Optimization exercise on an open flow, not production practice. RTL: at most simulated, not proved equivalent. Function not checked: runs 4 to 6. Power: default activity.

`constraint.sdc`:
```
create_clock -name core_clock -period 11.0 [get_ports {PCLK_IN}]
set_input_delay 2.2000 -clock core_clock [delete_from_list [all_inputs] [get_ports {PCLK_IN}]]
set_output_delay 2.2000 -clock core_clock [all_outputs]
set_load 0.01 [all_outputs]
```
`flow/run.sh`:
```
#!/bin/bash
# The standard layout with: the standard synthesis script, its logic mapped
# by a delay-oriented ABC script; repair_timing aiming for a larger setup slack;
# a clock tree of larger sink clusters without dummy loads; buf_2 port buffers.
set -euo pipefail
here=$PWD
{ head -1 synth_recipe.tcl; sed "s|@ABC_SCRIPT@|$here/flow/delay.abc|" flow/abc_override.tcl; tail -n +2 synth_recipe.tcl; } > my_synth.tcl
bash standard.sh SYNTH_SCRIPT=$here/my_synth.tcl SETUP_SLACK_MARGIN=7.8 \
  "CTS_ARGS=-sink_clustering_enable -repair_clock_nets -dont_use_dummy_load -sink_clustering_size 24 -sink_clustering_max_diameter 100" \
  "BUFFER_PORTS_ARGS=-buffer_cell sky130_fd_sc_hd__buf_2" \
  finish > standard.log 2>&1
```
`standard.sh`:
```
#!/bin/bash
# synth_recipe.tcl (not shown) runs the flow's synth.tcl, then flattens the netlist and writes it again
# the make line also repeats each setting of config.mk as NAME=value (left out here)
make -C /OpenROAD-flow-scripts/flow DESIGN_CONFIG=/design/flow/config.mk WORK_HOME=/design/flow/orfs CLKGATE_MAP_FILE= SYNTH_SCRIPT=/design/flow/synth_recipe.tcl "${@:-finish}"
```
`design.v`:
```
module SHA(
	input logic PCLK_IN,
	input logic [4:0] PADDR_IN,
	input logic PRESETn_IN,
	input logic PSEL_IN,
	input logic PENABLE_IN,
	input logic PWRITE_IN,
	input logic [31:0] PWDATA_IN,
	output logic PREADY_OUT,
	output logic [31:0] PRDATA_OUT);
	localparam logic [31:0] K0 = 32'h5a827999, K1 = 32'h6ed9eba1,
	                        K2 = 32'h8f1bbcdc, K3 = 32'hca62c1d6;
	logic [31:0] M [16];    
	logic [15:0] zf;        
	logic [31:0] S [16];    
	logic [31:0] H [5];     
	logic [31:0] a, b, c, d, eKW;
	logic [6:0] p;          
	logic sch;              
	logic [3:0] tgt;        
	logic [1:0] kn;         
	logic [31:0] F1, F0;    
	logic xrot;             
	logic yen;              
	logic ok;               
	logic busy;             
	wire rdy = !busy;
	wire rst = !PRESETn_IN;
	wire we = PSEL_IN & !PENABLE_IN & PWRITE_IN & rdy;
	wire [3:0] k = PADDR_IN[4] ? 4'd15 : PADDR_IN[3:0];
	logic [15:0] wk;        
	always_comb for (int j = 0; j < 16; j++) wk[j] = we && k == j;
	wire ld = rdy & (!ok | p[4]);     
	wire hazard = we & (ld ? (k == 4'd0) : (sch | (k < tgt)));
	wire last = !rdy & (p == 7'd80);
	logic [31:0] f;
	always_comb for (int i = 0; i < 32; i++) f[i] = b[i] ? F1[i] : F0[i];
	wire [31:0] a5 = {a[26:0], a[31:27]};
	wire [31:0] T = a5 + f + eKW;
	wire [31:0] cn = {b[1:0], b[31:2]};
	wire [31:0] cxd = cn ^ c;
	wire [31:0] F1n = (kn == 2'd0) ? cn : (kn == 2'd2) ? (cn | c) : ~cxd;
	wire [31:0] F0n = (kn == 2'd0) ? c : (kn == 2'd2) ? (cn & c) : cxd;
	wire [31:0] kv = (kn == 2'd0) ? K0 : (kn == 2'd1) ? K1 : (kn == 2'd2) ? K2 : K3;
	wire [31:0] eKWn = d + kv + S[15];
	wire [3:0] tw = ld ? 4'd1 : tgt;   
	wire tv = ld | !sch;
	logic [31:0] msel;
	always_comb begin
		msel = 32'd0;
		for (int j = 0; j < 16; j++)
			if (tv && tw == j && !zf[j]) msel = msel | M[j];
	end
	wire wsel = we & tv & (k == tw);   
	wire [31:0] wrec = S[13] ^ S[8] ^ S[2] ^ S[0];
	wire [31:0] wn = wsel ? PWDATA_IN : (sch & !ld) ? {wrec[30:0], wrec[31]} : msel;
	wire [31:0] m0 = zf[0] ? 32'd0 : M[0];
	wire [31:0] X = rdy ? K0 : xrot ? {a[1:0], a[31:2]} : a;
	wire [31:0] Y = yen ? M[0] : 32'd0;
	wire [31:0] hsum = H[4] + X + Y;
	wire ring = !rdy & (p >= 7'd76);
	always_ff @(posedge PCLK_IN) begin
		for (int j = 0; j < 16; j++)
			if (wk[j]) M[j] <= PWDATA_IN;
		if (rst) zf <= 16'hffff;
		else zf <= zf & ~wk;
		for (int j = 0; j < 14; j++) S[j] <= S[j+1];
		S[14] <= ld ? m0 : S[15];
		S[15] <= wn;
		if (ld) begin
			a <= H[0]; b <= H[1]; c <= H[2]; d <= H[3]; eKW <= hsum;
			F1 <= H[2]; F0 <= H[3];
		end else begin
			a <= T; b <= a; c <= cn; d <= c; eKW <= eKWn;
			F1 <= F1n; F0 <= F0n;
		end
		if (rst || ld || last) begin
			p <= 7'd0;
			tgt <= 4'd2;
			sch <= 1'b0;
			kn <= 2'd0;
		end else begin
			p <= p + 7'd1;
			tgt <= tgt + 4'd1;
			sch <= sch | (tgt == 4'd15);
			if (p == 7'd18) kn <= 2'd1;
			if (p == 7'd38) kn <= 2'd2;
			if (p == 7'd58) kn <= 2'd3;
		end
		xrot <= (p <= 7'd77);
		yen <= rdy_n & !zf_n0;
		if (rst) begin
			PREADY_OUT <= 1'b1;
			busy <= 1'b0;
			ok <= 1'b0;
		end else begin
			if (last || hazard) ok <= 1'b0;
			else if (ld) ok <= 1'b1;
			PREADY_OUT <= rdy_n;
			busy <= !rdy_n;
		end
		if (rst) begin
			H[0] <= 32'h67452301;
			H[1] <= 32'hefcdab89;
			H[2] <= 32'h98badcfe;
			H[3] <= 32'h10325476;
			H[4] <= 32'hc3d2e1f0;
		end else if (ring) begin
			H[0] <= hsum; H[1] <= H[0]; H[2] <= H[1]; H[3] <= H[2]; H[4] <= H[3];
		end
		case (PADDR_IN)
			5'd16: PRDATA_OUT <= H[0];
			5'd17: PRDATA_OUT <= H[1];
			5'd18: PRDATA_OUT <= H[2];
			5'd19: PRDATA_OUT <= H[3];
			5'd20: PRDATA_OUT <= H[4];
			default: PRDATA_OUT <= 32'd0;
		endcase
	end
	wire rdy_n = rst | (rdy ? !(PSEL_IN & PENABLE_IN) : last);
	wire zf_n0 = rst | (zf[0] & !wk[0]);
endmodule
```
`flow/delay.abc`:
```
strash; dch; map -D 1500; topo; buffer -c; upsize -c; dnsize -c
```
`config.mk`:
```
export PLATFORM = sky130hd
export DESIGN_NAME = SHA
export DESIGN_NICKNAME = SHA
export VERILOG_FILES = /design/flow/design.v
export SDC_FILE = /design/flow/constraint.sdc
export NUM_CORES = 8
export LEC_CHECK = 0
export CAP_MARGIN = 20
export CORE_MARGIN = 2
export CORE_UTILIZATION = 50
export GPL_TIMING_DRIVEN = 1
export PLACE_DENSITY = 0.6
export SLEW_MARGIN = 20
export TNS_END_PERCENT = 20
```
`flow/abc_override.tcl`:
```
# Map the logic with a delay-oriented ABC script (structural hashing, then a
# choice computation and a delay-driven cut mapping), instead of
# ORFS's abc_speed.script. Only the combinational mapping changes.
proc abc {args} {
  set i [lsearch -exact $args -script]
  if {$i >= 0} { set args [lreplace $args $i [expr {$i + 1}] -script @ABC_SCRIPT@] }
  yosys abc {*}$args
}
```
==> reports/metrics.yaml, run 1 <==
timing:
  setup_tns_ps: 0
  skew_ps: 47.9
  period_needed_ps: 3480
  tightest_slew_ps: 1030
  rsz0062_at_grt: "yes"
  maxSlewViolCount: 0
  fin_crit_sh_pct: 31.6
  timing.hold.ws_ps: 310
  relSlewSlack_pct: 31.5
  finalSetupViolCount: 0
  hold_violations: 0
  timing.fmax_ghz: 0.287
critical_path:
  path_cells: "inv_2 > fa_1 > inv_1 > ha_2 > inv_2 > fa_2 > o21ai_4 > a31oi_4 > o31ai_4 > nand2_1 > o211ai_1 > and3_4 > nand2_4 > nor2_4 > nor2_2 > xor2_2 > o21ai_1"
  worstSetupEndpointType: "register"
  slowest_delay_ps: 440
  cp.arrival_ps: 4000
  crit_path_frequent_cell: "inv_2"
  crit_required_ps: 11520
  critPathTopFamily: "adder cells"
  cp_num_buf_inv: 3
  cp_max_fo: 3
  start_kind: "register"
  critPathSlowestCell: "fa_1"
  path_class: "register to register"
power_and_ir_drop:
  seq_power_share_pct: 48.8
  pwr-share-comb_pct: 28.9
  pwr_density_cell_mw_per_mm2: 200
  netSwitchingPower_mw: 4.14
  sw_frac_of_total_pct: 32.7
  ir_worst_vdd_mv: 0.150
  p_clk_share_pct: 22.4
  p_leak_nw: 24.7
  p_int_mw: 8.51
floorplanning:
  die-area_sq_mm: 0.114
  num_rows: 122
  fp.dieW_um: 338
  die_y_um: 338
  ioPinCount: 75
  core_sq_mm: 0.111
  initial_core_util_pct: 50.3
flow_run:
  maxCapViolCount: 0
outcome:
  outcome: "no timing/DRC/antenna violations"
drt:
  ant_nets: 0
  wl_met1_mm: 75.5
  highest_layer: "met5"
  drc: 0
  drt_iter0_markers: 4725
  wl_met3_mm: 15.7
  vias: 38800
  drt-wirelength-per-cell_um: 24.9
  wl_met2_mm: 71.5
  routed_wl_mm: 168
  firstDrtPassIters: 6
  viasPerCell: 5.75
global_route:
  grt_pass1_wl_mm: 238
  grt_pass1_vias: 35100
  grt_start_max_net_pins: 189
  grt_usage_pct: 28.7
  grt.overflow.total: 0
  antenna_found_initial: 11
cells_and_area:
  n_fill_cell: 9264
  layout_commonest_cell: "dfxtp_1"
  drive_above_1_share_pct: 13.8
  multi_input_area_sq_mm: 0.0201
  nets: 5561
  register_area_sq_mm: 0.0347
  most-common-layout-cells: "dfxtp_1 (928), nand2_1 (556), edfxtp_1 (512)"
  area_growth_pct: 13.6
clocking:
  cts_tree: "yes"
  clock_path_buffers: 3
  cts_buffers: 72
  h-tree-depth: 3
  clk_latency_ps: 680
  clock_sink_count: 1475
  cts-root-buf: "clkbuf_16"
  clk_pin_slew_ps: 100
synthesis:
  ys_types: 53
  yosys-top-cells-area: "dfxtp_1 (35%), edfxtp_1 (28%), o21ai_0 (4.1%)"
  synth_top_area_cell: "dfxtp_1"
  syn-instance-count: 5139
  synth_edf_count: 512
  synth_ff_type: "dfxtp_1"
  syn-cell-area_sq_mm: 0.0556
  yosysSeqAreaShare_pct: 62.3
  syn_avg_cell_area_sq_um: 10.8
  syn_nets: 5443
  yosysWarnings: 4
  async_flop_share_pct: 0
  synth_top_area_share_pct: 34.7
  synth-seq-cells: 1475
hold_path:
  hold_class: "register to register"
placed_design:
  dp_hpwl_mm: 107
  port_buffers: 74
  gp_congestion: 0.966
## worst reg2reg max path, stage by stage, from the launching register on
cell      delay [ps]
dfxtp_1          380
inv_2            140
fa_1             440
inv_1             70
ha_2             190
inv_2             40
fa_2             360
o21ai_4          180
a31oi_4          130
o31ai_4          220
nand2_1           90
o211ai_1         230
and3_4           310
nand2_4           80
nor2_4            90
nor2_2            50
xor2_2           230
o21ai_1           90
## flip-flops by register name (all words and copies together), names as in the netlist, 2 cells and up
register / count
F0: 32
F1: 32
H: 160
M: 512
PRDATA_OUT: 32
S: 512
a: 32
b: 32
c: 32
d: 32
eKW: 32
kn: 2
p: 7
tgt: 4
zf: 16
## power by group through the flow
stage                     clock [mW]  combinational (mW)  sequential [mW]
final                           2.83                3.65             6.17
after floorplan                    0                1.92             6.14
after detailed placement           0                2.70             6.27
after CTS                       2.88                3.16             6.15
after global routing            3.06                3.97             6.19
after global placement             0                2.69             6.27
## final timing paths
check	start	end	slack [ps]	depth (start not counted)
worst max-delay path	a[27]$_DFF_P_	a[29]$_DFF_P_	7520	17
worst min-delay path	S[4][1]$_DFF_P_	S[3][1]$_DFF_P_	310	0
worst max register to register	a[27]$_DFF_P_	a[29]$_DFF_P_	7520	17
worst min register to register	S[4][1]$_DFF_P_	S[3][1]$_DFF_P_	310	0
## synthesized netlist by cell type, drive strengths merged (2+ instances only)
| library cell | instances |
|---|---|
| edfxtp | 512 |
| a221oi | 49 |
| nand2 | 587 |
| a21oi | 407 |
| o21bai | 2 |
| o2111a | 3 |
| ha | 170 |
| buf | 37 |
| and3 | 4 |
| nand4 | 41 |
| clkinv | 4 |
| a31oi | 11 |
| fa | 92 |
| nor2 | 330 |
| o221ai | 6 |
| a22o | 43 |
| o31ai | 20 |
| a221o | 2 |
| o21a | 4 |
| o22ai | 65 |
| a21boi | 7 |
| a211oi | 43 |
| xnor2 | 71 |
| nand3 | 113 |
| mux2i | 7 |
| a22oi | 169 |
| or2 | 3 |
| o2111ai | 5 |
| nor3 | 21 |
| a2111oi | 13 |
| o211ai | 11 |
| inv | 543 |
| dfxtp | 963 |
| a32o | 10 |
| xor2 | 91 |
| nor4 | 9 |
| clkbuf | 186 |
| o21ai | 474 |
| a21o | 7 |
## metal layers
metal	vias to the layer above	track usage, %
li1	17800	-
met1	19000	44.2
met2	1739	42.0
met3	260	4.32
met4	8	7.73
met5	-	0
## kinds of logic (layout without fill, tap and decap cells)
| logic type | after synthesis | after routing | share of synthesized area (%) |
|---|---|---|---|
| flip-flops | 1475 | 1475 | 62.3 |
| AND/OR/NAND/NOR | 1110 | 1110 | 8.13 |
| AO/OA/AOI/OAI | 1353 | 1353 | 14.5 |
| buffers and inverters | 770 | 886 | 5.25 |
| XOR/XNOR | 162 | 162 | 2.55 |
| adder cells (fa/ha/maj) | 262 | 262 | 7.13 |
| other | 0 | 2 | 0 |
| multiplexers | 7 | 7 | 0.126 |
## what timing repair did
action                     CTS  global route
gates resized for setup    298           313
hold buffers                 0             0
pin swaps                   64            96
cloned                       7             6
setup endpoints to repair  709           698
buffers inserted            76            45
## final cells by class
class | count | share of cell area [%]
timing repair buffer | 264 | 3.98
antenna | 2 | 0.00792
tap | 1488 | 2.95
clock buffer | 72 | 2.85
inverter | 547 | 3.41
multi-input combinational | 2894 | 31.8
sequential | 1475 | 55.0
timing repair inverter | 3 | 0.0574
## stage by stage
step	total power [mW]	cells	utilization, %	setup slack, ps	instance area (sq um)
floorplan	8.06	5139	-	6950	55700
detailed placement	8.97	6537	52.2	6100	57700
global placement	8.96	6537	52.2	6110	57700
finish	12.6	6745	57.2	7520	63200
global route	13.2	6743	57.1	7390	63200
CTS	12.2	6692	55.6	7500	61400
Testbench counts, summed over its fixed seeds: cycles 34,095, blocks 397.
==> run 2, diff against run 1 <==
--- a/config.mk
+++ b/config.mk
@@ -13,2 +13,2 @@
 export SLEW_MARGIN = 20
-export TNS_END_PERCENT = 20
+export TNS_END_PERCENT = 5
==> reports/metrics.yaml, run 2 <==
outcome:
  outcome: "no timing/DRC/antenna violations"
global_route:
  grt_pass1_wl_mm: 240  # +0.58%
  grt_start_max_net_pins: 223  # +18%
  grt_usage_pct: 28.8  # +0.15 points
  antenna_found_initial: 9  # -2
  grt.overflow.total: 0  # unchanged
  grt_pass1_vias: 35900  # +2.3%
synthesis:
  yosys-top-cells-area: "dfxtp_1 (35%), edfxtp_1 (28%), o21ai_0 (4.1%)"
  synthSimpleGateAreaFrac_pct: 8.13  # unchanged
  synth_edf_count: 512  # unchanged
  synthAdderAreaFrac_pct: 7.13  # unchanged
  yosysWarnings: 4  # unchanged
  synth_most_common_cell: "dfxtp_1"
  synth-seq-cells: 1475  # unchanged
  syn-instance-count: 5139  # unchanged
  syn-cell-area_sq_mm: 0.0556  # unchanged
  syn_nets: 5443  # unchanged
  synth_ff_type: "dfxtp_1"
  synth_top_family_by_area: "compound AO/OA/AOI/OAI gates"
  synth_top_area_cell: "dfxtp_1"
  synth-xor-area-share_pct: 2.55  # unchanged
  synth-compound-area-share_pct: 14.5  # unchanged
  synthTopCellsByCount: "dfxtp_1 (963), nand2_1 (582), inv_1 (529)"
  synth_top_area_share_pct: 34.7  # unchanged
  async_flop_share_pct: 0  # unchanged
  synth_mux_area_share_pct: 0.126  # unchanged
  yosysSeqAreaShare_pct: 62.3  # unchanged
  syn_avg_cell_area_sq_um: 10.8  # unchanged
  ys_types: 53  # unchanged
critical_path:
  slowest_delay_ps: 570  # +130 ps
  critPathSlowestCell: "fa_1"
  crit_required_ps: 11540  # +20 ps
  cp_max_fo: 3  # unchanged
  worstSetupEndpointType: "register"
  path_class: "register to register"
  start_kind: "register"
  critPathTopFamily: "adder cells"
  cp_num_buf_inv: 2  # -1
  path_cells: "inv_4 > nand2_2 > nand2_2 > fa_1 > ha_4 > inv_2 > fa_2 > o21ai_4 > a31oi_4 > o31ai_4 > nand2_1 > o211ai_1 > and3_4 > nand2_4 > nor2_4 > nor2_2 > xor2_1 > o21ai_1"
  cp.arrival_ps: 3980  # -20 ps
  crit_path_frequent_cell: "nand2_2"
timing:
  fin_crit_sh_pct: 31.3  # -0.29 points
  finalSetupViolCount: 0  # unchanged
  setup_tns_ps: 0  # unchanged
  timing.fmax_ghz: 0.290  # +0.93%
  tightest_slew_ps: 1160  # +129 ps
  rsz0062_at_grt: "yes"
  skew_ps: 73.3  # +25.4 ps
  maxSlewViolCount: 0  # unchanged
  hold_violations: 0  # unchanged
  period_needed_ps: 3450  # -32.1 ps
  relSlewSlack_pct: 22.2  # -9.3 points
power_and_ir_drop:
  ir_worst_vdd_mv: 0.191  # +27%
  p_leak_nw: 24.5  # -0.75%
  pwr_density_cell_mw_per_mm2: 201  # +0.65%
cells_and_area:
  multi_input_area_sq_mm: 0.0197  # -2.0%
  drive_above_1_share_pct: 12.7  # -1.1 points
  nets: 5554  # -0.13%
  layout.cells.non_filler: 6738  # -0.10%
  area_growth_pct: 12.3
  final_core_utilization_pct: 56.5  # -0.61 points
  reg_top3: "M: 512 flops, S: 512 flops, H: 160 flops"
  layout_commonest_cell: "dfxtp_1"
  n_fill_cell: 9419  # +1.7%
  most-common-layout-cells: "dfxtp_1 (933), nand2_1 (555), edfxtp_1 (512)"
  register_area_sq_mm: 0.0347  # about the same
clocking:
  clk_pin_slew_ps: 100  # about the same
  h-tree-depth: 3  # unchanged
  cts_buffers: 73  # +1.4%
  clock_path_buffers: 3  # unchanged
  clk_latency_ps: 690  # about the same
  clock_sink_count: 1475  # unchanged
  cts_tree: "yes"
  cts-root-buf: "clkbuf_16"
drt:
  ant_nets: 0  # unchanged
  highest_layer: "met5"
  wl_met1_mm: 74.7  # -0.97%
  wl_met2_mm: 70.9  # -0.82%
  wl_met3_mm: 15.5  # -1.5%
  viasPerCell: 5.71  # -0.66%
  firstDrtPassIters: 6  # unchanged
  vias: 38500  # -0.77%
  drt-wirelength-per-cell_um: 24.8  # -0.61%
  routed_wl_mm: 167  # -0.71%
  drt_iter0_markers: 4340  # -8.1%
  drc: 0  # unchanged
placed_design:
  port_buffers: 74  # unchanged
  gp_congestion: 0.956  # -1.0%
  dp_cells: 6535  # -0.031%
  dp_hpwl_mm: 109  # +1.4%
floorplanning:
  die-area_sq_mm: 0.114  # unchanged
  core_sq_mm: 0.111  # unchanged
  num_rows: 122  # unchanged
  fp.dieW_um: 338  # unchanged
  initial_core_util_pct: 50.3  # unchanged
  ioPinCount: 75  # unchanged
  die_y_um: 338  # unchanged
hold_path:
  hold_class: "register to register"
flow_run:
  maxCapViolCount: 0  # unchanged
## run 2: cell counts after synthesis
Identical to the previous run, type by type.
## run 2: cell families (layout without fill, tap and decap cells)
| group | after synthesis | count (layout) |
|---|---|---|
| DFF | 1475 | 1475 |
| AOI/OAI and AO/OA | 1353 | 1353 |
| and+or+nand+nor | 1110 | 1110 |
| buffers and inverters | 770 | 879 |
| adders and majority gates | 262 | 262 |
| xor gates and xnor gates | 162 | 162 |
| muxes | 7 | 7 |
| other | 0 | 2 |
## run 2: final cells by class
type | count | area share, %
Sequential cell | 1475 | 55.6
Multi-Input combinational cell | 2894 | 31.5
Timing Repair Buffer | 258 | 3.60
Inverter | 547 | 3.40
Tap cell | 1488 | 2.98
Clock buffer | 73 | 2.92
Timing Repair inverter | 1 | 0.0481
Antenna cell | 2 | 0.00801
## run 2: what timing repair did
item,4_1_cts,5_1_grt
buffers inserted,71,48
resized for setup,274,196
hold buffers,0,0
cloned,4,5
endpoints found under the setup margin,933,668
pin swaps,76,81
## run 2: path summary, 6_finish.rpt
kind,depth (start not counted),end,start,slack [ps]
min reg2reg,0,S[13][14]$_DFF_P_,S[14][14]$_DFF_P_,290
min,0,S[13][14]$_DFF_P_,S[14][14]$_DFF_P_,290
max reg2reg,18,a[29]$_DFF_P_,b[1]$_DFF_P_,7550
max,18,a[29]$_DFF_P_,b[1]$_DFF_P_,7550
## run 2: where the power goes
part	switching [mW]	leakage, nW	internal [mW]
logic	2.16	11.2	1.40
clock network	1.66	0.900	1.19
registers	0.286	12.4	5.89
## run 2: stage by stage
step | hold slack (ps) | instance area [sq um] | setup WS, ps | power, mW
finish | 293 | 62500 | 7550 | 12.6
global route | 303 | 62500 | 7430 | 13.2
CTS | 292 | 61300 | 7510 | 12.0
detailed placement | 312 | 57700 | 6000 | 8.97
global placement | 310 | 57700 | 6080 | 8.96
floorplan | 310 | 55700 | 6950 | 8.06
## run 2: routing by layer
layer / GRT usage, % / up-vias
met5: 0 / -
met4: 9.97 / 8
met3: 5.38 / 262
met2: 42.2 / 1607
met1: 42.8 / 18800
li1: - / 17800
==> run 3, diff against run 2 <==
--- a/flow/run.sh
+++ b/flow/run.sh
@@ -8,3 +8,3 @@
 bash standard.sh SYNTH_SCRIPT=$here/my_synth.tcl SETUP_SLACK_MARGIN=7.8 \
-  "CTS_ARGS=-sink_clustering_enable -repair_clock_nets -dont_use_dummy_load -sink_clustering_size 24 -sink_clustering_max_diameter 100" \
+  "CTS_ARGS=-sink_clustering_enable -repair_clock_nets -dont_use_dummy_load -sink_clustering_size 14 -sink_clustering_max_diameter 70 -buf_list sky130_fd_sc_hd__clkbuf_8 -root_buf sky130_fd_sc_hd__clkbuf_16" \
   "BUFFER_PORTS_ARGS=-buffer_cell sky130_fd_sc_hd__buf_2" \
==> reports/metrics.yaml, run 3 <==
clocking:
  clk_pin_slew_ps: 100  # about the same
  cts_buffers: 130  # +78%
  clk_latency_ps: 730  # +40 ps
  cts-root-buf: "clkbuf_16"
  clock_sink_count: 1475  # unchanged
  cts_hold_buf: 0  # unchanged
  h-tree-depth: 4  # +1
  cts_tree: "yes"
  clock_path_buffers: 3  # unchanged
synthesis:
  yosysWarnings: 4  # unchanged
  synth-seq-cells: 1475  # unchanged
  synth_ff_type: "dfxtp_1"
  synthTopCellsByCount: "dfxtp_1 (963), nand2_1 (582), inv_1 (529)"
  synth_top_area_share_pct: 34.7  # unchanged
  yosysSeqAreaShare_pct: 62.3  # unchanged
  syn_nets: 5443  # unchanged
  syn_avg_cell_area_sq_um: 10.8  # unchanged
  ys_types: 53  # unchanged
  yosys-top-cells-area: "dfxtp_1 (35%), edfxtp_1 (28%), o21ai_0 (4.1%)"
  synth_edf_count: 512  # unchanged
  synth_top_area_cell: "dfxtp_1"
  async_flop_share_pct: 0  # unchanged
  syn-instance-count: 5139  # unchanged
  synth_most_common_cell: "dfxtp_1"
  syn-cell-area_sq_mm: 0.0556  # unchanged
power_and_ir_drop:
  seq_power_share_pct: 49.7  # +0.6 points
  sw_frac_of_total_pct: 33.2  # +0.52 points
  p_int_mw: 8.30  # -2.1%
  pwr_density_cell_mw_per_mm2: 199  # -1.2%
  pwr-share-comb_pct: 27.9  # -0.4 points
  p_clk_share_pct: 22.4  # -0.3 points
  p_leak_nw: 24.6  # +0.16%
  ir_worst_vdd_mv: 0.203  # +6.3%
  netSwitchingPower_mw: 4.12  # +0.24%
placed_design:
  port_buffers: 74  # unchanged
  dp_cells: 6535  # unchanged
  gp_congestion: 0.956  # unchanged
  place_area_sq_mm: 0.0577  # unchanged
  dp_hpwl_mm: 109  # unchanged
hold_path:
  hold_depth: 0  # unchanged
  hold_class: "register to register"
global_route:
  grt_pass1_vias: 36300  # +1.2%
  grt_pass1_wl_mm: 243  # +1.2%
  grt_start_max_net_pins: 223  # unchanged
  grt_usage_pct: 29.3  # +0.46 points
  grt.overflow.total: 0  # unchanged
  antenna_found_initial: 11  # +2
critical_path:
  critPathTopFamily: "adder cells"
  cp_num_buf_inv: 2  # unchanged
  path_cells: "inv_4 > nand2_2 > nand2_2 > fa_1 > ha_4 > inv_2 > fa_2 > o21ai_4 > a31oi_4 > o31ai_4 > nand2_1 > o211ai_1 > and3_4 > nand2_4 > nor2_4 > nor2_2 > xor2_1 > o21ai_1"
  crit_required_ps: 11540  # about the same
  path_depth: 18  # unchanged
  cp_max_fo: 3  # unchanged
  crit_path_frequent_cell: "nand2_2"
  critPathSlowestCell: "fa_1"
  cp.arrival_ps: 4110  # +130 ps
  worstSetupEndpointType: "register"
  reg2regPathDepth: 18  # unchanged
  path_class: "register to register"
  slowest_delay_ps: 580  # about the same
  start_kind: "register"
timing:
  tightest_slew_ps: 1150  # -4.68 ps
  fin_crit_sh_pct: 32.4  # +1.1 points
  setup_tns_ps: 0  # unchanged
  maxSlewViolCount: 0  # unchanged
  period_needed_ps: 3570  # +121 ps
  hold_violations: 0  # unchanged
  relSlewSlack_pct: 22.5  # +0.31 points
  skew_ps: 101  # +27.4 ps
  timing.fmax_ghz: 0.280  # -3.4%
  rsz0062_at_grt: "yes"
  finalSetupViolCount: 0  # unchanged
drt:
  vias: 38800  # +0.96%
  routed_wl_mm: 168  # +0.52%
  drc: 0  # unchanged
  drt-wirelength-per-cell_um: 24.7  # -0.34%
  drt_iter0_markers: 4373  # +0.76%
  firstDrtPassIters: 6  # unchanged
  ant_nets: 0  # unchanged
  viasPerCell: 5.72  # about the same
cells_and_area:
  final_area_sq_mm: 0.0624  # -0.12%
  layout.cells.non_filler: 6796  # +0.86%
  most-common-layout-cells: "dfxtp_1 (944), nand2_1 (555), edfxtp_1 (512)"
  drive_above_1_share_pct: 13.6  # +0.92 points
  final_core_utilization_pct: 56.5  # -0.066 points
  reg_top3: "M: 512 flops, S: 512 flops, H: 160 flops"
  layout_commonest_cell: "dfxtp_1"
  nets: 5612  # +1.0%
  area_growth_pct: 12.2
floorplanning:
  die-area_sq_mm: 0.114  # unchanged
  initial_core_util_pct: 50.3  # unchanged
  die_y_um: 338  # unchanged
  core_sq_mm: 0.111  # unchanged
  fp.dieW_um: 338  # unchanged
  ioPinCount: 75  # unchanged
  num_rows: 122  # unchanged
flow_run:
  maxCapViolCount: 0  # unchanged
outcome:
  outcome: "no timing/DRC/antenna violations"
[run 3: cell type report]
cell class              instances  area [sq um]
diodes                          2          5.00
inverters                     547          2130
clock buffers                 130          1800
fillers                      9490         48100
well taps                    1488          1860
repair buffers                257          2190
flip-flops and latches       1475         34700
multi-input cells            2895         19700
repair inverters                2          32.5
[run 3: final timing paths]
path | startpoint | end | slack [ps]
setup / recovery | b[1]$_DFF_P_ | a[29]$_DFF_P_ | 7430
hold / removal | S[14][14]$_DFF_P_ | S[13][14]$_DFF_P_ | 280
setup reg to reg | b[1]$_DFF_P_ | a[29]$_DFF_P_ | 7430
hold reg to reg | S[14][14]$_DFF_P_ | S[13][14]$_DFF_P_ | 280
[run 3: per-layer routing]
layer | global-route usage (%) | share of wire [%] | vias up
met1 | 43.1 | 44 | 18900
met5 | 0 | 0.033 | -
li1 | - | - | 17900
met4 | 11.3 | 3.9 | 8
met2 | 42.6 | 42 | 1711
met3 | 5.70 | 9.1 | 313
[run 3: timing repair]
item,in CTS,in global routing
endpoints found under the setup margin,906,653
setup buffers,75,45
pin swaps,78,82
cloned,6,3
resized for setup,271,181
[run 3: kinds of logic after synthesis]
group,share of synthesized area [%]
flip-flops,62.3
AO/OA/AOI/OAI,14.5
AND/OR/NAND/NOR,8.13
buffers and inverters,5.25
adder cells (fa/ha/maj),7.13
XOR/XNOR,2.55
multiplexers,0.126
[run 3: through the flow]
step / setup WS, ps / hold WS (ps) / power [mW]
6_report: 7430 / 285 / 12.4
5_1_grt: 7370 / 289 / 13.0
4_1_cts: 7520 / 277 / 12.0
3_5_place_dp: 6000 / 312 / 8.97
3_3_place_gp: 6080 / 310 / 8.96
2_1_floorplan: 6950 / 310 / 8.06
[run 3: worst reg2reg max path, cell delays in order, from the launching register on]
cell and delay, ps:
dfxtp_4 390, inv_4 50, nand2_2 60, nand2_2 50, fa_1 580, ha_4 160, inv_2 40, fa_2 390
o21ai_4 210, a31oi_4 140, o31ai_4 210, nand2_1 90, o211ai_1 240, and3_4 350, nand2_4 70, nor2_4 90
nor2_2 50, xor2_1 160, o21ai_1 80
[run 3: power by group through the flow]
stage	combinational (mW)	clock [mW]	sequential [mW]
after detailed placement	2.69	0	6.28
after CTS	2.98	2.84	6.16
after global placement	2.68	0	6.28
final	3.47	2.78	6.17
after floorplan	1.92	0	6.14
after global routing	3.80	3.04	6.19
==> run 4, diff against run 3 <==
--- a/design.v
+++ b/design.v
@@ -14,2 +14,5 @@
 	logic [15:0] zf;        
+	logic wv;               
+	logic [3:0] wa;
+	logic [31:0] wd;
 	logic [31:0] S [16];    
@@ -24,2 +27,3 @@
 	logic yen;              
+	logic ysel;             
 	logic ok;               
@@ -31,3 +35,3 @@
 	logic [15:0] wk;        
-	always_comb for (int j = 0; j < 16; j++) wk[j] = we && k == j;
+	always_comb for (int j = 0; j < 16; j++) wk[j] = wv && wa == j;
 	wire ld = rdy & (!ok | p[4]);     
@@ -55,6 +59,7 @@
 	wire [31:0] wrec = S[13] ^ S[8] ^ S[2] ^ S[0];
-	wire [31:0] wn = wsel ? PWDATA_IN : (sch & !ld) ? {wrec[30:0], wrec[31]} : msel;
-	wire [31:0] m0 = zf[0] ? 32'd0 : M[0];
+	wire [31:0] mseln = (wv && tv && wa == tw) ? wd : msel;
+	wire [31:0] wn = wsel ? PWDATA_IN : (sch & !ld) ? {wrec[30:0], wrec[31]} : mseln;
+	wire [31:0] m0 = wk[0] ? wd : zf[0] ? 32'd0 : M[0];
 	wire [31:0] X = rdy ? K0 : xrot ? {a[1:0], a[31:2]} : a;
-	wire [31:0] Y = yen ? M[0] : 32'd0;
+	wire [31:0] Y = ysel ? wd : yen ? M[0] : 32'd0;
 	wire [31:0] hsum = H[4] + X + Y;
@@ -63,3 +68,6 @@
 		for (int j = 0; j < 16; j++)
-			if (wk[j]) M[j] <= PWDATA_IN;
+			if (wk[j]) M[j] <= wd;
+		wv <= we & !rst;
+		wa <= k;
+		wd <= PWDATA_IN;
 		if (rst) zf <= 16'hffff;
@@ -91,2 +99,3 @@
 		yen <= rdy_n & !zf_n0;
+		ysel <= rdy_n & we & !rst & (k == 4'd0);
 		if (rst) begin
--- a/flow/run.sh
+++ b/flow/run.sh
@@ -8,3 +8,3 @@
 bash standard.sh SYNTH_SCRIPT=$here/my_synth.tcl SETUP_SLACK_MARGIN=7.8 \
-  "CTS_ARGS=-sink_clustering_enable -repair_clock_nets -dont_use_dummy_load -sink_clustering_size 14 -sink_clustering_max_diameter 70 -buf_list sky130_fd_sc_hd__clkbuf_8 -root_buf sky130_fd_sc_hd__clkbuf_16" \
+  "CTS_ARGS=-sink_clustering_enable -repair_clock_nets -dont_use_dummy_load -sink_clustering_size 24 -sink_clustering_max_diameter 100" \
   "BUFFER_PORTS_ARGS=-buffer_cell sky130_fd_sc_hd__buf_2" \
==> reports/metrics.yaml, run 4 <==
outcome:
  outcome: "no timing/DRC/antenna violations"
cells_and_area:
  nets: 5604  # -0.14%
  n_fill_cell: 9794  # +3.2%
  reg_top3: "M: 512 flops, S: 512 flops, H: 160 flops"
  area_growth_pct: 9.44
  final_core_utilization_pct: 55.2  # -1.2 points
  final_area_sq_mm: 0.0622  # -0.30%
  most-common-layout-cells: "dfxtp_1 (987), nand2_1 (622), o21ai_0 (519)"
  drive_above_1_share_pct: 9.12  # -4.5 points
  layout_commonest_cell: "dfxtp_1"
critical_path:
  cp_max_fo: 7  # +4
  worstSetupEndpointType: "register"
  r2r_start: "ysel$_DFF_P_"
  r2r_end: "H[0][31]$_SDFFE_PN0P_"
  reg2regPathDepth: 18  # unchanged
  path_class: "register to register"
  start_kind: "register"
  reg2reg_slack_ps: 7200  # -230 ps
  crit_path_end: "H[0][31]$_SDFFE_PN0P_"
  crit_required_ps: 11550  # about the same
  cp.arrival_ps: 4350  # +240 ps
  crit_start: "ysel$_DFF_P_"
clocking:
  cts-root-buf: "clkbuf_16"
  cts_tree: "yes"
  clk_latency_ps: 710  # -20 ps
  clock_sink_count: 1513  # +2.6%
  clock_path_buffers: 3  # unchanged
  clk_pin_slew_ps: 100  # about the same
  cts_hold_buf: 0  # unchanged
  cts_buffers: 74  # -43%
  h-tree-depth: 3  # -1
global_route:
  grt_usage_pct: 28.5  # -0.73 points
  grt_pass1_vias: 37600  # +3.6%
  grt.overflow.total: 0  # unchanged
  antenna_found_initial: 5  # -6
  grt_start_max_net_pins: 103  # -54%
  grt_pass1_wl_mm: 247  # +1.9%
drt:
  routed_wl_mm: 168  # about the same
  viasPerCell: 5.74  # +0.44%
  drt_iter0_markers: 3910  # -11%
  drt-wirelength-per-cell_um: 24.7  # -0.13%
  firstDrtPassIters: 6  # unchanged
  drc: 0  # unchanged
  ant_nets: 0  # unchanged
  vias: 39000  # +0.49%
power_and_ir_drop:
  ir_worst_vdd_mv: 0.118  # -42%
  p_total_mw: 11.8  # -5.2%
  p_leak_nw: 24.2  # -1.4%
  pwr_density_cell_mw_per_mm2: 189  # -4.9%
synthesis:
  syn_avg_cell_area_sq_um: 10.8  # +0.19%
  ys_types: 57  # +7.5%
  async_flop_share_pct: 0  # unchanged
  synth_top_area_share_pct: 35.2  # +0.59 points
  yosysWarnings: 4  # unchanged
  yosysSeqAreaShare_pct: 62.3  # about the same
  synthTopCellsByCount: "dfxtp_1 (1001), nand2_1 (635), o21ai_0 (546)"
  synth_ff_type: "dfxtp_1"
  synth_most_common_cell: "dfxtp_1"
  synth_top_area_cell: "dfxtp_1"
  syn-instance-count: 5243  # +2.0%
  yosys-top-cells-area: "dfxtp_1 (35%), edfxtp_1 (27%), o21ai_0 (4.8%)"
  syn_nets: 5547  # +1.9%
  syn-cell-area_sq_mm: 0.0569  # +2.2%
  synth_edf_count: 512  # unchanged
  synth-seq-cells: 1513  # +2.6%
placed_design:
  dp_hpwl_mm: 110  # +1.4%
  gp_congestion: 0.929  # -2.8%
  place_area_sq_mm: 0.0590  # +2.3%
  port_buffers: 74  # unchanged
floorplanning:
  num_rows: 123  # +0.82%
  die_y_um: 341  # +1.1%
  ioPinCount: 75  # unchanged
  core_sq_mm: 0.113  # +1.9%
  fp.dieW_um: 341  # +1.1%
  initial_core_util_pct: 50.5  # +0.14 points
  die-area_sq_mm: 0.116  # +2.2%
timing:
  setup_tns_ps: 0  # unchanged
  fin_crit_sh_pct: 34.5  # +2.1 points
  maxSlewViolCount: 0  # unchanged
  timing.fmax_ghz: 0.263  # -6.1%
  relSlewSlack_pct: 24.1  # +1.6 points
  period_needed_ps: 3800  # +230 ps
  finalSetupViolCount: 0  # unchanged
  timing.hold.ws_ps: 305  # +20.3 ps
  hold_violations: 0  # unchanged
  rsz0062_at_grt: "yes"
  skew_ps: 78.6  # -22.1 ps
  tightest_slew_ps: 1130  # -26.2 ps
flow_run:
  maxCapViolCount: 0  # unchanged
hold_path:
  hold_class: "register to register"
  worstHoldStart: "S[10][31]$_DFF_P_"
run 4: changes by cell type in the layout (fill, tap and decap cells not counted), moves of 43 or more:
| cell | change |
|---|---|
| clkbuf_8 | -131 |
| clkbuf_16 | +71 |
| dfxtp_1 | +43 |
| nand2_1 | +67 |
| o21ai_0 | +110 |
run 4: layout make-up:
type	instances	area (sq um)	area share, %
diodes	1	2.50	0.00402
clock buffers	74	1850	2.98
inverters	510	1960	3.14
multi-input cells	2989	19500	31.3
flip-flops and latches	1513	35400	57.0
well taps	1500	1880	3.02
repair buffers	211	1590	2.55
repair inverters	1	8.76	0.0141
run 4: kinds of logic after synthesis:
logic type	count (synthesis)	share of synthesized area (%)
adder cells (fa/ha/maj)	262	6.98
XOR/XNOR	156	2.40
buffers and inverters	744	5.01
AND/OR/NAND/NOR	1179	8.66
multiplexers	4	0.0704
flip-flops	1513	62.3
AO/OA/AOI/OAI	1385	14.6
run 4: repair_timing:
item / in CTS / in global routing
endpoints found under the setup margin: 184 / 191
endpoints found under the hold margin: 0 / 0
gates resized for setup: 114 / 80
buffers inserted: 40 / 19
pin swaps: 29 / 36
cloned: 6 / 1
run 4: routing by layer:
layer  global-route usage (%)  wire length, um
met5                        0               13
met4                     10.3             6170
met2                     47.1            79400
met3                     4.14            12400
met1                     38.4            69800
run 4: stage by stage:
step / setup WS (ps) / instances
final: 7200 / 6799
after global routing: 7070 / 6798
after CTS: 7240 / 6777
after detailed placement: 6110 / 6657
after global placement: 6260 / 6657
after floorplan: 7380 / 5243
run 4: worst min path at each step:
| stage | depth (start not counted) | end | slack [ps] |
|---|---|---|---|
| 2_1_floorplan | 0 | S[0][0]$_DFF_P_ | 310 |
| 6_report | 0 | S[9][31]$_DFF_P_ | 310 |
| 5_1_grt | 0 | S[0][18]$_DFF_P_ | 320 |
| 3_5_place_dp | 0 | S[10][3]$_DFF_P_ | 310 |
| 4_1_cts | 0 | S[9][31]$_DFF_P_ | 310 |
| 3_3_place_gp | 0 | S[9][4]$_DFF_P_ | 310 |
run 4: where the power goes:
part	leakage (nW)	total (mW)	internal [mW]	switching (mW)
registers	12.8	6.24	6.00	0.238
logic	10.5	2.62	0.933	1.69
clock network	0.912	2.91	1.21	1.70
run 4: critical path, cell delays in order (launching register included):
cell,delay (ps)
dfxtp_4,370
buf_12,110
clkinvlp_4,140
nand2_8,160
clkinv_8,90
a22oi_2,300
fa_1,470
inv_1,60
ha_1,280
a21o_1,220
a31oi_2,200
o21ai_4,100
a221oi_4,310
o211ai_1,140
buf_4,160
a21oi_4,170
o21ai_2,90
xor2_1,220
a21oi_1,80
==> run 5, diff against run 4 <==
--- a/design.v
+++ b/design.v
@@ -14,5 +14,2 @@
 	logic [15:0] zf;        
-	logic wv;               
-	logic [3:0] wa;
-	logic [31:0] wd;
 	logic [31:0] S [16];    
@@ -26,5 +23,4 @@
 	logic xrot;             
-	logic yen;              
-	logic ysel;             
 	logic ok;               
+	logic ld2;              
 	logic busy;             
@@ -35,5 +31,5 @@
 	logic [15:0] wk;        
-	always_comb for (int j = 0; j < 16; j++) wk[j] = wv && wa == j;
-	wire ld = rdy & (!ok | p[4]);     
-	wire hazard = we & (ld ? (k == 4'd0) : (sch | (k < tgt)));
+	always_comb for (int j = 0; j < 16; j++) wk[j] = we && k == j;
+	wire ld1 = rdy & !ld2 & (!ok | p[4]);
+	wire hazard = we & (ld1 ? 1'b0 : ld2 ? (k == 4'd0) : (sch | (k < tgt)));
 	wire last = !rdy & (p == 7'd80);
@@ -48,5 +44,5 @@
 	wire [31:0] kv = (kn == 2'd0) ? K0 : (kn == 2'd1) ? K1 : (kn == 2'd2) ? K2 : K3;
-	wire [31:0] eKWn = d + kv + S[15];
-	wire [3:0] tw = ld ? 4'd1 : tgt;   
-	wire tv = ld | !sch;
+	wire [31:0] eKW_n = d + kv + S[15];
+	wire [3:0] tw = ld1 ? 4'd0 : ld2 ? 4'd1 : tgt;
+	wire tv = ld1 | ld2 | !sch;
 	logic [31:0] msel;
@@ -59,8 +55,5 @@
 	wire [31:0] wrec = S[13] ^ S[8] ^ S[2] ^ S[0];
-	wire [31:0] mseln = (wv && tv && wa == tw) ? wd : msel;
-	wire [31:0] wn = wsel ? PWDATA_IN : (sch & !ld) ? {wrec[30:0], wrec[31]} : mseln;
-	wire [31:0] m0 = wk[0] ? wd : zf[0] ? 32'd0 : M[0];
-	wire [31:0] X = rdy ? K0 : xrot ? {a[1:0], a[31:2]} : a;
-	wire [31:0] Y = ysel ? wd : yen ? M[0] : 32'd0;
-	wire [31:0] hsum = H[4] + X + Y;
+	wire [31:0] wn = wsel ? PWDATA_IN : tv ? msel : {wrec[30:0], wrec[31]};
+	wire [31:0] X = xrot ? {a[1:0], a[31:2]} : a;
+	wire [31:0] hsum = H[4] + X;
 	wire ring = !rdy & (p >= 7'd76);
@@ -68,19 +61,15 @@
 		for (int j = 0; j < 16; j++)
-			if (wk[j]) M[j] <= wd;
-		wv <= we & !rst;
-		wa <= k;
-		wd <= PWDATA_IN;
+			if (wk[j]) M[j] <= PWDATA_IN;
 		if (rst) zf <= 16'hffff;
 		else zf <= zf & ~wk;
-		for (int j = 0; j < 14; j++) S[j] <= S[j+1];
-		S[14] <= ld ? m0 : S[15];
+		for (int j = 0; j < 15; j++) S[j] <= S[j+1];
 		S[15] <= wn;
-		if (ld) begin
-			a <= H[0]; b <= H[1]; c <= H[2]; d <= H[3]; eKW <= hsum;
-			F1 <= H[2]; F0 <= H[3];
+		eKW <= eKW_n;
+		F1 <= F1n; F0 <= F0n;
+		if (ld1) begin
+			a <= H[1]; b <= {H[2][29:0], H[2][31:30]}; c <= H[3]; d <= H[4];
 		end else begin
-			a <= T; b <= a; c <= cn; d <= c; eKW <= eKWn;
-			F1 <= F1n; F0 <= F0n;
+			a <= ld2 ? H[0] : T; b <= a; c <= cn; d <= c;
 		end
-		if (rst || ld || last) begin
+		if (rst || ld1 || ld2 || last) begin
 			p <= 7'd0;
@@ -98,4 +87,2 @@
 		xrot <= (p <= 7'd77);
-		yen <= rdy_n & !zf_n0;
-		ysel <= rdy_n & we & !rst & (k == 4'd0);
 		if (rst) begin
@@ -104,5 +91,7 @@
 			ok <= 1'b0;
+			ld2 <= 1'b0;
 		end else begin
 			if (last || hazard) ok <= 1'b0;
-			else if (ld) ok <= 1'b1;
+			else if (ld2) ok <= 1'b1;
+			ld2 <= ld1;
 			PREADY_OUT <= rdy_n;
@@ -129,3 +118,2 @@
 	wire rdy_n = rst | (rdy ? !(PSEL_IN & PENABLE_IN) : last);
-	wire zf_n0 = rst | (zf[0] & !wk[0]);
 endmodule
==> reports/metrics.yaml, run 5 <==
outcome:
  outcome: "no timing/DRC/antenna violations"
synthesis:
  synthTopCellsByCount: "dfxtp_1 (963), nand2_1 (520), edfxtp_1 (512)"
  synth_top_area_cell: "dfxtp_1"
  synth_top_family_by_area: "compound AO/OA/AOI/OAI gates"
  syn_nets: 4940  # -11%
  syn-cell-area_sq_mm: 0.0535  # -6.0%
  synthSimpleGateAreaFrac_pct: 8.08  # -0.58 points
  synth_mux_area_share_pct: 0.0374  # -0.033 points
  synth_top_area_share_pct: 36.1  # +0.81 points
  synth_edf_count: 512  # unchanged
  synth-seq-cells: 1475  # -2.5%
  synth_most_common_cell: "dfxtp_1"
  yosys-top-cells-area: "dfxtp_1 (36%), edfxtp_1 (29%), ha_1 (4.0%)"
  synth-compound-area-share_pct: 14.1  # -0.51 points
  synthAdderAreaFrac_pct: 6.29  # -0.69 points
  yosysSeqAreaShare_pct: 64.8  # +2.5 points
  syn_avg_cell_area_sq_um: 11.5  # +5.7%
  yosysWarnings: 4  # unchanged
  ys_types: 64  # +12%
  synth-xor-area-share_pct: 2.82  # +0.41 points
  synth_ff_type: "dfxtp_1"
  syn-instance-count: 4666  # -11%
  async_flop_share_pct: 0  # unchanged
drt:
  vias: 35800  # -8.3%
  drt_iter0_markers: 4031  # +3.1%
  firstDrtPassIters: 6  # unchanged
  drt-wirelength-per-cell_um: 24.9  # +0.75%
  routed_wl_mm: 153  # -8.7%
  ant_nets: 0  # unchanged
  drc: 0  # unchanged
  viasPerCell: 5.81  # +1.2%
critical_path:
  r2r_end: "a[25]$_DFF_P_"
  path_cells: "buf_2 > inv_1 > nor2_1 > nand3_1 > clkinv_1 > buf_4 > a22oi_1 > o211ai_1"
  crit_path_end: "PRDATA_OUT[1]$_DFF_P_"
  slowest_delay_ps: 600  # +130 ps
  worstSetupEndpointType: "register"
  path_class: "input pin to register"
  crit_start: "PADDR_IN[4]"
  reg2reg_slack_ps: 7450  # +250 ps
  r2r_start: "b[1]$_DFF_P_"
  cp_max_fo: 26  # +19
  critPathSlowestCell: "nand3_1"
  crit_required_ps: 11570  # +20 ps
  reg2regPathDepth: 19  # +1
  start_kind: "input pin"
  cp.arrival_ps: 4200  # -150 ps
clocking:
  clock_sink_count: 1475  # -2.5%
  cts_buffers: 72  # -2.7%
  h-tree-depth: 3  # unchanged
  clk_pin_slew_ps: 90  # about the same
  clock_path_buffers: 3  # unchanged
  cts-root-buf: "clkbuf_16"
  cts_hold_buf: 0  # unchanged
  clk_latency_ps: 680  # -30 ps
  cts_tree: "yes"
cells_and_area:
  layout.cells.non_filler: 6158  # -9.4%
  nets: 5041  # -10%
  drive_above_1_share_pct: 11.0  # +1.9 points
  n_fill_cell: 9030  # -7.8%
  layout_commonest_cell: "dfxtp_1"
  final_area_sq_mm: 0.0592  # -4.9%
  reg_top3: "M: 512 flops, S: 512 flops, H: 160 flops"
  area_growth_pct: 10.7
  most-common-layout-cells: "dfxtp_1 (946), edfxtp_1 (512), nand2_1 (505)"
floorplanning:
  core_sq_mm: 0.106  # -6.2%
  die-area_sq_mm: 0.110  # -5.9%
  fp.dieW_um: 331  # -3.0%
  die_y_um: 331  # -3.0%
  num_rows: 119  # -3.3%
  initial_core_util_pct: 50.6  # +0.11 points
  ioPinCount: 75  # unchanged
global_route:
  antenna_found_initial: 12  # +7
  grt_usage_pct: 27.4  # -1.1 points
  grt_pass1_wl_mm: 220  # -11%
  grt.overflow.total: 0  # unchanged
  grt_start_max_net_pins: 176  # +71%
  grt_pass1_vias: 32900  # -13%
timing:
  setup_tns_ps: 0  # unchanged
  rsz0062_at_grt: "yes"
  timing.hold.ws_ps: 274  # -30.9 ps
  timing.fmax_ghz: 0.275  # +4.6%
  fin_crit_sh_pct: 33.0  # -1.5 points
  period_needed_ps: 3630  # -169 ps
  relSlewSlack_pct: 20.0  # -4.1 points
  finalSetupViolCount: 0  # unchanged
  tightest_slew_ps: 1200  # +69.4 ps
  skew_ps: 42.2  # -36.4 ps
  hold_violations: 0  # unchanged
  maxSlewViolCount: 0  # unchanged
placed_design:
  place_area_sq_mm: 0.0554  # -6.1%
  port_buffers: 74  # unchanged
  gp_congestion: 0.933  # +0.37%
  dp_cells: 5993  # -10%
  dp_hpwl_mm: 95.1  # -14%
power_and_ir_drop:
  pwr_density_cell_mw_per_mm2: 231  # +22%
  p_leak_nw: 23.0  # -5.1%
  ir_worst_vdd_mv: 0.241  # +110%
flow_run:
  maxCapViolCount: 0  # unchanged
hold_path:
  hold_class: "register to register"
[run 5: cell count changes in the layout (fill, tap and decap cells not counted), moves of 39 or more]
cell     before  now
inv_1       488  318
nand2_1     622  505
nor2_1      308  347
a22o_1        4   65
a21oi_1     325  378
o21ai_0     519  288
dfxtp_1     987  946
nand3_1      92   24
[run 5: worst min-delay path by stage]
stage | end | start | cells past startpoint | slack [ps]
finish | S[2][26]$_DFF_P_ | S[3][26]$_DFF_P_ | 0 | 270
global placement | S[2][20]$_DFF_P_ | S[3][20]$_DFF_P_ | 0 | 310
detailed placement | S[13][29]$_DFF_P_ | S[14][29]$_DFF_P_ | 0 | 310
floorplan | S[0][0]$_DFF_P_ | S[1][0]$_DFF_P_ | 0 | 310
CTS | S[2][26]$_DFF_P_ | S[3][26]$_DFF_P_ | 0 | 270
global route | S[10][26]$_DFF_P_ | S[11][26]$_DFF_P_ | 0 | 270
[run 5: through the flow]
step                utilization, %  setup slack (ps)  power, mW
floorplan                        -              7100       8.64
global placement              52.4              6060       9.85
detailed placement            52.4              6000       9.87
CTS                           55.1              7450       12.9
global route                  56.0              7340       14.3
finish                        56.0              7370       13.6
[run 5: metal layers]
layer | global-route usage [%] | routed length (um) | up-vias
li1 | - | - | 16500
met1 | 40.3 | 67700 | 17500
met2 | 42.4 | 68600 | 1547
met3 | 4.44 | 12700 | 225
met4 | 7.02 | 4030 | 8
met5 | 0 | 49 | -
[run 5: cells by family (layout without fill, tap and decap cells)]
family	count (synthesis)	after routing
adder cells (fa/ha/maj)	232	232
multiplexers	2	2
buffers and inverters	535	629
AND/OR/NAND/NOR	1041	1046
flip-flops	1475	1475
AO/OA/AOI/OAI	1209	1209
XOR/XNOR	172	172
other	0	2
[run 5: area by class of cell]
type,instances,area (sq um),share of cell area [%]
antenna,2,5.00,0.00846
sequential,1475,34700,58.6
inverter,348,1370,2.31
multi-input combinational,2661,17800,30.1
timing repair buffer,209,1740,2.94
tap,1391,1740,2.94
clock buffer,72,1800,3.04
[run 5: repair_timing]
action	4_1_cts	5_1_grt
gates cloned	10	4
endpoints found under the setup margin	650	678
gates resized for setup	125	153
pin swaps	35	63
setup buffers	44	33
[run 5: critical path: cells and delay by family]
family	cells	cell delay (ps)
AOI/OAI and AO/OA	2	310
buffers and inverters	4	880
and+or+nand+nor	2	750
[run 5: power by group]
group / switching [mW] / leakage, nW / internal, mW / total (mW)
Clock: 1.63 / 0.887 / 1.18 / 2.80
Combinational: 2.87 / 9.64 / 1.75 / 4.62
Sequential: 0.287 / 12.4 / 5.93 / 6.21
Total: 4.79 / 23.0 / 8.85 / 13.6
==> run 6, diff against run 5 <==
--- a/flow/run.sh
+++ b/flow/run.sh
@@ -7,3 +7,3 @@
 { head -1 synth_recipe.tcl; sed "s|@ABC_SCRIPT@|$here/flow/delay.abc|" flow/abc_override.tcl; tail -n +2 synth_recipe.tcl; } > my_synth.tcl
-bash standard.sh SYNTH_SCRIPT=$here/my_synth.tcl SETUP_SLACK_MARGIN=7.8 \
+bash standard.sh SYNTH_SCRIPT=$here/my_synth.tcl SETUP_SLACK_MARGIN=7.6 \
   "CTS_ARGS=-sink_clustering_enable -repair_clock_nets -dont_use_dummy_load -sink_clustering_size 24 -sink_clustering_max_diameter 100" \
--- a/config.mk
+++ b/config.mk
@@ -13,2 +13,2 @@
 export SLEW_MARGIN = 20
-export TNS_END_PERCENT = 5
+export TNS_END_PERCENT = 100
==> reports/metrics.yaml, run 6 <==
outcome:
  outcome: "no timing/DRC/antenna violations"
drt:
  routed_wl_mm: 149  # -3.0%
  ant_nets: 0  # unchanged
  viasPerCell: 5.73  # -1.4%
  firstDrtPassIters: 5  # -1
  drc: 0  # unchanged
  drt-wirelength-per-cell_um: 24.2  # -2.8%
  drt_iter0_markers: 3921  # -2.7%
  vias: 35200  # -1.6%
synthesis:
  async_flop_share_pct: 0  # unchanged
  synth_top_area_cell: "dfxtp_1"
  yosysSeqAreaShare_pct: 64.8  # unchanged
  synthTopCellsByCount: "dfxtp_1 (963), nand2_1 (520), edfxtp_1 (512)"
  synth-compound-area-share_pct: 14.1  # unchanged
  synth_mux_area_share_pct: 0.0374  # unchanged
  synth_most_common_cell: "dfxtp_1"
  synthAdderAreaFrac_pct: 6.29  # unchanged
  synthSimpleGateAreaFrac_pct: 8.08  # unchanged
  syn_avg_cell_area_sq_um: 11.5  # unchanged
  synth_top_area_share_pct: 36.1  # unchanged
  synth_ff_type: "dfxtp_1"
  ys_types: 64  # unchanged
  synth-xor-area-share_pct: 2.82  # unchanged
  synth_edf_count: 512  # unchanged
  yosysWarnings: 4  # unchanged
  syn_nets: 4940  # unchanged
  synth-seq-cells: 1475  # unchanged
  syn-instance-count: 4666  # unchanged
  yosys-top-cells-area: "dfxtp_1 (36%), edfxtp_1 (29%), ha_1 (4.0%)"
  synth_top_family_by_area: "compound AO/OA/AOI/OAI gates"
  syn-cell-area_sq_mm: 0.0535  # unchanged
floorplanning:
  initial_core_util_pct: 50.6  # unchanged
  fp.dieW_um: 331  # unchanged
  die-area_sq_mm: 0.110  # unchanged
  ioPinCount: 75  # unchanged
  num_rows: 119  # unchanged
  die_y_um: 331  # unchanged
  core_sq_mm: 0.106  # unchanged
critical_path:
  crit_required_ps: 11570  # about the same
  path_class: "register to register"
  worstSetupEndpointType: "register"
  cp.arrival_ps: 4160  # -40 ps
  start_kind: "register"
  cp_max_fo: 7  # -73%
cells_and_area:
  layout.cells.non_filler: 6145  # -0.21%
  reg_top3: "M: 512 flops, S: 512 flops, H: 160 flops"
  final_area_sq_mm: 0.0590  # -0.28%
  final_core_utilization_pct: 55.8  # -0.16 points
  register_area_sq_mm: 0.0347  # about the same
  n_fill_cell: 8955  # -0.83%
  multi_input_area_sq_mm: 0.0177  # -0.62%
  most-common-layout-cells: "dfxtp_1 (940), edfxtp_1 (512), nand2_1 (510)"
  area_growth_pct: 10.4
  drive_above_1_share_pct: 10.9  # -0.066 points
  nets: 5024  # -0.34%
  layout_commonest_cell: "dfxtp_1"
timing:
  finalSetupViolCount: 0  # unchanged
  hold_violations: 0  # unchanged
  skew_ps: 48.0  # +5.73 ps
  maxSlewViolCount: 0  # unchanged
  rsz0062_at_grt: "yes"
  period_needed_ps: 3590  # -40.4 ps
  fin_crit_sh_pct: 32.6  # -0.37 points
  setup_slack_ps: 7410  # +40.4 ps
  timing.fmax_ghz: 0.279  # +1.1%
  relSlewSlack_pct: 23.8  # +3.7 points
  setup_tns_ps: 0  # unchanged
  tightest_slew_ps: 1140  # -60.0 ps
power_and_ir_drop:
  ir_worst_vdd_mv: 0.218  # -9.6%
  p_leak_nw: 22.9  # -0.45%
  pwr_density_cell_mw_per_mm2: 226  # -1.9%
placed_design:
  gp_congestion: 0.924  # -0.97%
  dp_cells: 5997  # +0.067%
  place_area_sq_mm: 0.0556  # +0.27%
  dp_slack_ps: 5970  # -24.3 ps
  port_buffers: 74  # unchanged
  dp_hpwl_mm: 94.8  # -0.27%
flow_run:
  maxCapViolCount: 0  # unchanged
clocking:
  cts_tree: "yes"
  cts_buffers: 72  # unchanged
  cts-root-buf: "clkbuf_16"
  clk_pin_slew_ps: 100  # about the same
  clk_latency_ps: 680  # about the same
  cts_hold_buf: 0  # unchanged
  h-tree-depth: 3  # unchanged
  clock_sink_count: 1475  # unchanged
  clock_path_buffers: 3  # unchanged
global_route:
  grt.overflow.total: 0  # unchanged
  grt_pass1_wl_mm: 216  # -1.9%
  grt_usage_pct: 26.8  # -0.59 points
  grt_pass1_vias: 33100  # +0.78%
  antenna_found_initial: 19  # +7
  grt_start_max_net_pins: 100  # -43%
hold_path:
  hold_class: "register to register"
## run 6: final timing paths
check | start | endpoint | slack [ps] | cells after the start
worst min-delay path | S[12][3]$_DFF_P_ | S[11][3]$_DFF_P_ | 310 | 0
worst max-delay path | kn[1]$_SDFFE_PP0P_ | eKW[30]$_DFF_P_ | 7410 | 19
worst min register to register | S[12][3]$_DFF_P_ | S[11][3]$_DFF_P_ | 310 | 0
worst max register to register | kn[1]$_SDFFE_PP0P_ | eKW[30]$_DFF_P_ | 7410 | 19
## run 6: worst max-delay path, stage by stage, from the launching register on
cell,delay (ps)
dfxtp_4,370
inv_4,70
ha_4,150
buf_12,100
nor2_4,30
buf_12,130
buf_4,130
fa_1,350
ha_1,410
a21oi_1,260
o221ai_2,150
nand2_1,90
o211ai_1,120
nand2_1,110
o2111ai_2,160
a21o_1,260
nand2_1,80
nand2_2,70
a221oi_2,250
xor2_1,190
## run 6: through the flow
step	power, mW	hold WS (ps)
finish	13.3	308
global route	14.1	319
CTS	13.0	310
detailed placement	9.88	312
global placement	9.86	310
floorplan	8.65	310
## run 6: kinds of logic after synthesis
group / Yosys count
and+or+nand+nor: 1041
DFF: 1475
muxes: 2
xor gates and xnor gates: 172
adders and majority gates: 232
AOI/OAI and AO/OA: 1209
buffers and inverters: 535
## run 6: per-layer routing
| layer | part of all wire, % | track usage, % | up-vias |
|---|---|---|---|
| met2 | 43 | 39.3 | 1460 |
| li1 | - | - | 16400 |
| met1 | 44 | 39.1 | 17100 |
| met4 | 3.7 | 9.80 | 14 |
| met5 | 0.048 | 0 | - |
| met3 | 9.1 | 5.98 | 253 |
## run 6: cell type report
class / instances / area share, %
timing repair buffer: 195 / 2.79
inverter: 348 / 2.34
tap: 1391 / 2.95
timing repair inverter: 1 / 0.00848
multi-input combinational: 2657 / 30.0
sequential: 1475 / 58.8
clock buffer: 72 / 3.05
antenna: 6 / 0.0254
## run 6: power by group
part | internal (mW) | switching [mW]
clock network | 1.18 | 1.63
registers | 5.93 | 0.287
logic | 1.59 | 2.74
total | 8.69 | 4.66
## run 6: timing repair
action,4_1_cts,5_1_grt
setup buffers,28,36
gates cloned,3,3
pin swaps,35,55
resized for setup,156,127
setup endpoints to repair,600,364
==> run 7, diff against run 6 <==
--- a/design.v
+++ b/design.v
@@ -67,7 +67,8 @@
 		eKW <= eKW_n;
-		F1 <= F1n; F0 <= F0n;
-		if (ld1) begin
-			a <= H[1]; b <= {H[2][29:0], H[2][31:30]}; c <= H[3]; d <= H[4];
+		if (ld2) begin
+			a <= H[0]; b <= H[1]; c <= H[2]; d <= H[3];
+			F1 <= H[2]; F0 <= H[3];
 		end else begin
-			a <= ld2 ? H[0] : T; b <= a; c <= cn; d <= c;
+			a <= T; b <= a; c <= cn; d <= ld1 ? H[4] : c;
+			F1 <= F1n; F0 <= F0n;
 		end
==> reports/metrics.yaml, run 7 <==
synthesis:
  async_flop_share_pct: 0  # unchanged
  synth_ff_type: "dfxtp_1"
  syn_nets: 5145  # +4.1%
  synth_top_area_share_pct: 35.7  # -0.33 points
  synth_most_common_cell: "dfxtp_1"
  yosysWarnings: 4  # unchanged
  synth-seq-cells: 1475  # unchanged
  ys_types: 57  # -11%
  yosysSeqAreaShare_pct: 64.2  # -0.60 points
  synth_edf_count: 512  # unchanged
  synthTopCellsByCount: "dfxtp_1 (963), nand2_1 (787), edfxtp_1 (512)"
  synth_top_area_cell: "dfxtp_1"
  syn-instance-count: 4871  # +4.4%
  syn_avg_cell_area_sq_um: 11.1  # -3.3%
  yosys-top-cells-area: "dfxtp_1 (36%), edfxtp_1 (28%), nand2_1 (5.5%)"
  syn-cell-area_sq_mm: 0.0540  # +0.93%
timing:
  finalSetupViolCount: 0  # unchanged
  rsz0062_at_grt: "yes"
  maxSlewViolCount: 0  # unchanged
  relSlewSlack_pct: 30.6  # +6.8 points
  period_needed_ps: 3490  # -104 ps
  fin_crit_sh_pct: 31.7  # -0.95 points
  hold_violations: 0  # unchanged
  skew_ps: 58.3  # +10.3 ps
  setup_tns_ps: 0  # unchanged
  timing.fmax_ghz: 0.287  # +3.0%
  tightest_slew_ps: 1040  # -94.0 ps
floorplanning:
  initial_core_util_pct: 50.4  # -0.17 points
  ioPinCount: 75  # unchanged
  num_rows: 120  # +0.84%
  fp.dieW_um: 333  # +0.46%
  die-area_sq_mm: 0.111  # +0.92%
  die_y_um: 333  # +0.46%
  core_sq_mm: 0.107  # +1.3%
critical_path:
  r2r_start: "kn[0]$_SDFFE_PP0P_"
  crit_path_end: "eKW[31]$_DFF_P_"
  reg2reg_slack_ps: 7510  # +100 ps
  cp.arrival_ps: 4070  # -90 ps
  worstSetupEndpointType: "register"
  start_kind: "register"
  reg2regPathDepth: 18  # -1
  cp_max_fo: 5  # -2
  path_class: "register to register"
  crit_start: "kn[0]$_SDFFE_PP0P_"
  crit_required_ps: 11590  # +20 ps
  r2r_end: "eKW[31]$_DFF_P_"
global_route:
  grt.overflow.total: 0  # unchanged
  grt_pass1_wl_mm: 225  # +4.1%
  grt_pass1_vias: 34800  # +5.2%
  grt_usage_pct: 27.1  # +0.29 points
  grt_start_max_net_pins: 94  # -6.0%
  antenna_found_initial: 12  # -7
cells_and_area:
  most-common-layout-cells: "dfxtp_1 (950), nand2_1 (778), edfxtp_1 (512)"
  final_core_utilization_pct: 55.4  # -0.41 points
  final_area_sq_mm: 0.0593  # +0.53%
  reg_top3: "M: 512 flops, S: 512 flops, H: 160 flops"
  area_growth_pct: 9.91
  drive_above_1_share_pct: 9.84  # -1.1 points
  nets: 5235  # +4.2%
  layout_commonest_cell: "dfxtp_1"
flow_run:
  maxCapViolCount: 0  # unchanged
clocking:
  clock_path_buffers: 3  # unchanged
  h-tree-depth: 3  # unchanged
  clock_sink_count: 1475  # unchanged
  cts-root-buf: "clkbuf_16"
  clk_latency_ps: 690  # about the same
  cts_buffers: 72  # unchanged
  cts_tree: "yes"
  clk_pin_slew_ps: 100  # about the same
placed_design:
  dp_hpwl_mm: 96.3  # +1.5%
  port_buffers: 74  # unchanged
  place_area_sq_mm: 0.0561  # +0.88%
  gp_congestion: 0.910  # -1.4%
outcome:
  outcome: "no timing/DRC/antenna violations"
drt:
  vias: 36500  # +3.6%
  routed_wl_mm: 152  # +2.6%
  drt_iter0_markers: 3906  # -0.38%
  ant_nets: 0  # unchanged
  drc: 0  # unchanged
  firstDrtPassIters: 6  # +1
  drt-wirelength-per-cell_um: 23.9  # -1.0%
  viasPerCell: 5.72  # about the same
power_and_ir_drop:
  p_leak_nw: 23.1  # +0.85%
  ir_worst_vdd_mv: 0.192  # -12%
  pwr_density_cell_mw_per_mm2: 224  # -1.1%
hold_path:
  hold_class: "register to register"
==> run 7: how the worst min path moves through the flow <==
stage | start | to | slack [ps] | cells past startpoint
after detailed placement | S[12][15]$_DFF_P_ | S[11][15]$_DFF_P_ | 310 | 0
after global placement | S[12][1]$_DFF_P_ | S[11][1]$_DFF_P_ | 310 | 0
after global routing | S[1][18]$_DFF_P_ | S[0][18]$_DFF_P_ | 300 | 0
after CTS | S[1][18]$_DFF_P_ | S[0][18]$_DFF_P_ | 280 | 0
after floorplan | S[1][0]$_DFF_P_ | S[0][0]$_DFF_P_ | 310 | 0
final | S[4][14]$_DFF_P_ | S[3][14]$_DFF_P_ | 290 | 0
==> run 7: through the flow <==
stage,total power [mW],cells,worst slack (ps),hold WS [ps]
2_1_floorplan,8.90,4871,7030,310
6_report,13.3,6370,7510,294
3_3_place_gp,9.97,6207,5580,310
4_1_cts,13.0,6327,7560,285
5_1_grt,14.0,6365,7370,297
3_5_place_dp,10.0,6207,5510,312
==> run 7: per-layer routing <==
metal / vias up / track usage, % / part of all wire, %
li1: 16900 / - / -
met1: 17900 / 38.1 / 43
met2: 1383 / 43.7 / 46
met3: 293 / 3.44 / 7.0
met4: 2 / 9.03 / 3.7
met5: - / 0 / 0.0085
==> run 7: logic make-up (layout without fill, tap and decap cells) <==
kind of cell | Yosys count | count (layout) | share of synthesized area, %
DFF | 1475 | 1475 | 64.2
and+or+nand+nor | 1340 | 1342 | 10.3
AOI/OAI and AO/OA | 1093 | 1093 | 12.4
buffers and inverters | 556 | 642 | 4.00
adders and majority gates | 232 | 232 | 6.23
xor gates and xnor gates | 173 | 173 | 2.81
muxes | 2 | 2 | 0.0371
other | 0 | 8 | 0
==> run 7: report_power, final <==
part | internal [mW] | leakage, nW | total, mW | switching (mW)
clock | 1.18 | 0.887 | 2.82 | 1.64
combinational | 1.52 | 9.72 | 4.15 | 2.63
sequential | 5.99 | 12.4 | 6.29 | 0.307
total | 8.68 | 23.1 | 13.3 | 4.58
==> run 7: cell type report <==
type / instances / area, sq um
antenna: 8 / 20.0
clock buffer: 72 / 1800
fill: 9169 / 47700
inverter: 361 / 1410
multi-input combinational: 2842 / 18000
sequential: 1475 / 34700
tap: 1403 / 1760
timing repair buffer: 209 / 1620
==> run 7: what timing repair did <==
| item | 4_1_cts | 5_1_grt |
|---|---|---|
| setup endpoints to repair | 625 | 474 |
| gates resized for setup | 123 | 65 |
| hold buffers | 0 | 0 |
| gates cloned | 4 | 1 |
| pin swaps | 44 | 50 |
| buffers inserted | 44 | 34 |
==> run 7: worst max-delay path, cell delays in order, from the launching register on <==
cell and delay [ps]:
dfxtp_4 380, buf_6 120, ha_4 180, buf_4 140, buf_12 120, fa_1 480, inv_1 70, ha_4 240
a21oi_2 200, o21ai_4 100, nand4_1 90, nand3_2 90, nand2_1 70, o211ai_1 160, a31o_2 280, a21oi_4 180
o21ai_4 80, a221oi_2 270, xor2_1 170
Testbench counts of run 7, summed over its fixed seeds: cycles 34,095, blocks 397.
